This is an optimization exercise on Yosys and OpenROAD, whose aim is small area and a short achievable clock period, not a production implementation.
Only simulation tests tie the RTL to the original design; equivalence was not proved.
Power figures rest on the tool's default switching activity, not on a simulated workload.

Setup of before:
==> flow/design.v (excerpt) <==
module mult(clock, reset, enable, mplier, mcand, ROB_num_in, dest_PRN_in, start,
            product, ROB_num_out, dest_PRN_out, done);
  input         clock, reset, start, enable;
  input  [63:0] mcand, mplier;
  input   [5:0] ROB_num_in;
  input   [6:0] dest_PRN_in;
  output [63:0] product;
  output  [5:0] ROB_num_out;
  output  [6:0] dest_PRN_out;
  output        done;
  reg [63:0] x1;
  reg [31:0] one1, two1, neg1;
  reg [11:0] one1b, two1b, neg1b;
  reg [5:0] rob1, rob2, rob3, rob4;
  reg [6:0] prn1, prn2, prn3, prn4;
  reg d1, d2, d3, d4;
  reg [63:0] p4;
  wire [63:0] sum;
  reg r2_0, r2_1, r2_2, r2_3, r2_4, r2_5, r2_6, r2_7, r2_8, r2_9, r2_10, r2_11, r2_12, r2_13, r2_14, r2_15;
  reg r2_16, r2_17, r2_18, r2_19, r2_20, r2_21, r2_22, r2_23, r2_24, r2_25, r2_26, r2_27, r2_28, r2_29, r2_30, r2_31;
  reg r2_32, r2_33, r2_34, r2_35, r2_36, r2_37, r2_38, r2_39, r2_40, r2_41, r2_42, r2_43, r2_44, r2_45, r2_46, r2_47;
  reg r2_48, r2_49, r2_50, r2_51, r2_52, r2_53, r2_54, r2_55, r2_56, r2_57, r2_58, r2_59, r2_60, r2_61, r2_62, r2_63;
  reg r2_64, r2_65, r2_66, r2_67, r2_68, r2_69, r2_70, r2_71, r2_72, r2_73, r2_74, r2_75, r2_76, r2_77, r2_78, r2_79;
  reg r2_80, r2_81, r2_82, r2_83, r2_84, r2_85, r2_86, r2_87, r2_88, r2_89, r2_90, r2_91, r2_92, r2_93, r2_94, r2_95;
  reg r2_96, r2_97, r2_98, r2_99, r2_100, r2_101, r2_102, r2_103, r2_104, r2_105, r2_106, r2_107, r2_108, r2_109, r2_110, r2_111;
  ...
export LEC_CHECK = 0
export CAP_MARGIN = 0
export CORE_MARGIN = 2
export CORE_UTILIZATION = 50
export CTS_CLUSTER_DIAMETER = 100
export CTS_CLUSTER_SIZE = 20
export PLACE_DENSITY = 0.7
export SETUP_SLACK_MARGIN = 4.9
export SLEW_MARGIN = 60
export SYNTH_HIERARCHICAL = 1
export SYNTH_MINIMUM_KEEP_SIZE = 0
create_clock -name core_clock -period 8.0 [get_ports {clock}]
standard.sh (not shown) runs the stock make flow with config.mk's settings and CLKGATE_MAP_FILE= SYNTH_SCRIPT=/design/flow/synth_recipe.tcl, a recipe that flattens the netlist after the stock synthesis.
==> flow/flow/run.sh <==
#!/bin/bash
# Layout flow: the standard ORFS flow (standard.sh, unchanged synthesis and
# steps), except that buffer_ports uses sky130_fd_sc_hd__buf_2 for the port
# buffers instead of its default cell.  All tool output goes to
# standard_flow.log; ORFS's per-step logs are under orfs/logs/.
set -euo pipefail
bash standard.sh "BUFFER_PORTS_ARGS=-buffer_cell sky130_fd_sc_hd__buf_2" finish > standard_flow.log 2>&1
[inputs] after vs before
Settings: swapping 4.9 for 5 in SETUP_SLACK_MARGIN.
[summary]
before | stages: all done | timing, DRC, antenna: all pass
after reached the final stage; the timing, DRC and antenna checks on its layout passed.
after ends up with higher register-to-register setup slack than before does.
Instance count on the critical path (higher): after
Utilization, before and after: smaller value in before
From before to after the numbers moved as follows: maximum buffer depth of the clock tree essentially unchanged, synthesis-to-layout area growth increased 2.7 points, fill cell instance count of the final layout decreased 155.
NOTE: combinational share of power in after falls short of that of before
The pin count of the biggest net entering global routing of after falls short of that of before by 3.8%.
When after is set beside before, its longest individual stage delay on the worst path turns out to be 0.03 ns smaller.
before and after ended up with nearly the same total power.
Global-route usage over all layers ends up lower on before.


run A:
Another version of the RTL of mult (not shown whole).
Size in the first run: ~4800 cells after synthesis, about 780 flip-flops, ~220 I/O pins, about 71000 sq um of cells after synthesis.
==> flow/design.v (excerpt) <==
module mult(clock, reset, enable, mplier, mcand, ROB_num_in, dest_PRN_in, start,
            product, ROB_num_out, dest_PRN_out, done);
==> flow/config.mk <==
export PLATFORM = sky130hd
export DESIGN_NAME = mult
export DESIGN_NICKNAME = mult
export VERILOG_FILES = /design/flow/design.v
export SDC_FILE = /design/flow/constraint.sdc
export NUM_CORES = 4
export LEC_CHECK = 0
export CAP_MARGIN = 20
export CORE_MARGIN = 2
export CORE_UTILIZATION = 40
export SETUP_SLACK_MARGIN = 4.5
export SLEW_MARGIN = 20
export SYNTH_HIERARCHICAL = 1
export SYNTH_MINIMUM_KEEP_SIZE = 0
==> flow/constraint.sdc <==
create_clock -name core_clock -period 8.0 [get_ports {clock}]
set_input_delay 1.6000 -clock core_clock [delete_from_list [all_inputs] [get_ports {clock}]]
set_output_delay 1.6000 -clock core_clock [all_outputs]
set_load 0.01 [all_outputs]
run.sh (not shown) runs the stock make flow with config.mk's settings and CLKGATE_MAP_FILE= SYNTH_SCRIPT=/design/flow/synth_recipe.tcl, a recipe that flattens the netlist after the stock synthesis.
Stock flow here: none of the scripts above is used.
### run A -> run B
diff --git a/flow/config.mk b/flow/config.mk
--- a/flow/config.mk
+++ b/flow/config.mk
@@ -9,4 +9,4 @@
 export CORE_MARGIN = 2
-export CORE_UTILIZATION = 40
-export SETUP_SLACK_MARGIN = 4.5
+export CORE_UTILIZATION = 35
+export SETUP_SLACK_MARGIN = 5
 export SLEW_MARGIN = 20
==> results.txt <==
- Sequential share of layout area: run B < run A
- Summary of run B over run A: global-route wire length before repair rose 69 mm, worst setup slack rose 0.30 ns.
- Delta (run B minus run A): area of placed instances grew by 0.53%; power density over cell area down 2.5%; logic gate share of total power has increased; relative contribution of the clock network to total power now smaller; via count went up by 13%.
- Looking at wire length on met1, run B sits 15 mm higher than run A does.
- Maximum cell stage delay along the critical path came out lower on run B than on run A.
- Number of setup buffers added after CTS (higher): run B
Here is what was changed in the inputs of run C compared with run B.
diff --git a/flow/config.mk b/flow/config.mk
--- a/flow/config.mk
+++ b/flow/config.mk
@@ -7,7 +7,8 @@
 export LEC_CHECK = 0
-export CAP_MARGIN = 20
+export CAP_MARGIN = 0
 export CORE_MARGIN = 2
-export CORE_UTILIZATION = 35
-export SETUP_SLACK_MARGIN = 5
-export SLEW_MARGIN = 20
+export CORE_UTILIZATION = 50
+export PLACE_DENSITY = 0.7
+export SETUP_SLACK_MARGIN = 4.8
+export SLEW_MARGIN = 0
 export SYNTH_HIERARCHICAL = 1
- The routed wire length number comes out lower for run C vs run B.
- Higher half-perimeter wire length of the detailed placement result was reported by run B, not run C.
- Non-clock buffer count (run B / run C): 1.8
- Sum of routed wire segments on met1 down 22 mm in run C wrt run B
- Going from run B to run C, number of sequential cells comparable; met3 wire length saw a decrease.
- Run C: buffers plus inverters on the worst setup path 4 below run B
- Looking at start point of the critical path, the one1[2]$_DFFE_PP_ result is from run B; the x1[6]$_DFFE_PP_ one comes from run C.
- In the final design statistics, run C uses fewer standard cells in total than run B.
- Higher via count goes to run B over run C.
- The clock skew of run C and that of run B are within noise of each other.
#### Input delta (run D over run C)
diff --git a/flow/config.mk b/flow/config.mk
--- a/flow/config.mk
+++ b/flow/config.mk
@@ -11,3 +11,3 @@
 export PLACE_DENSITY = 0.7
-export SETUP_SLACK_MARGIN = 4.8
+export SETUP_SLACK_MARGIN = 4.7
 export SLEW_MARGIN = 0
### Flow results
First-pass GRT wire length delta (run D − run C): favourable. The run with more setup slack is run C; run D has less. Initial antenna violation count in run D vs run C: up 8. In the reports for run D and run C, the larger leakage power figure belongs to run C. From run C to run D the numbers moved as follows: number of standard cells in the final layout excluding fillers has decreased; required time reported for the critical path endpoint now sits at about the same level; number of instances resized during post-cts repair has decreased. On run D: end-of-flow core utilization is 0.76 points lower than what run C gave. Run D vs run C — average vias per placed instance dropped 2.0%. Number of max-cap violations essentially unchanged between run C and run D.
The inputs of run E differ from those of run D as listed below.
diff --git a/flow/config.mk b/flow/config.mk
--- a/flow/config.mk
+++ b/flow/config.mk
@@ -7,8 +7,7 @@
 export LEC_CHECK = 0
-export CAP_MARGIN = 0
+export CAP_MARGIN = 20
 export CORE_MARGIN = 2
-export CORE_UTILIZATION = 50
-export PLACE_DENSITY = 0.7
-export SETUP_SLACK_MARGIN = 4.7
-export SLEW_MARGIN = 0
+export CORE_UTILIZATION = 40
+export SETUP_SLACK_MARGIN = 4.8
+export SLEW_MARGIN = 20
 export SYNTH_HIERARCHICAL = 1
### Flow results
Any difference in number of remaining DRC errors between run D and run E is small enough to ignore. Cmp run E vs run D: worst-skew pair later-pin latency higher in run E. The post-CTS repair timing setup buffer count reported for run E is greater than that of run D by 1. Compared with run D, run E shows combinational power higher by about 3%. The number of fill cells in run E sits 4240 above the value recorded for run D. Met1 usage in global routing: higher on run D. Against run D, run E reports a maximum operating frequency that is higher. Between run D and run E, the minimum hold slack is higher for run E. When run E is set beside run D, its part of the cycle the worst path needs turns out to be 0.95 points smaller.

## re-timing with driven ports
Ports are ideal in the flow. The routed layouts listed here were re-timed in OpenROAD.
Step 1: set_driving_cell puts a clkbuf_16 on clock and a buf_2 on each other input, an assumption about the parent block.
Step 2 also shifts input and output timing later by t, the mid clock arrival at the registers, as if the neighbouring blocks saw the same clock.
a / b / c = no drivers / after step 1 / after step 2; a / b = the first two.
run | t (ns) | slack for setup (ns) | hold slack, ns | worst setup path after step 2 | clock arrival spread, ns
before | 0.795 | 4.792 / 4.792 / 4.398 | 0.417 / 0.417 / 0.417 | input to register | 0.057 / 0.057
after | 0.797 | 4.885 / 4.874 / 4.353 | 0.423 / 0.423 / 0.423 | input to register | 0.061 / 0.061
run A | 0.821 | 4.451 / 4.451 / 4.261 | 0.415 / 0.415 / 0.415 | input to register | 0.072 / 0.073
run B | 0.881 | 4.752 / 4.741 / 4.230 | 0.414 / 0.414 / 0.414 | input to register | 0.055 / 0.055
run C | 0.823 | 4.754 / 4.699 / 4.306 | 0.416 / 0.416 / 0.416 | input to register | 0.049 / 0.049
run D | 0.802 | 4.672 / 4.671 / 4.445 | 0.413 / 0.413 / 0.413 | input to register | 0.047 / 0.047
run E | 0.835 | 4.748 / 4.724 / 4.278 | 0.417 / 0.417 / 0.417 | input to register | 0.052 / 0.052
After both steps every run listed still meets setup and hold. The setup slack of after, which loses most, moves by -0.011 ns with the drivers and by -0.532 ns with both steps.
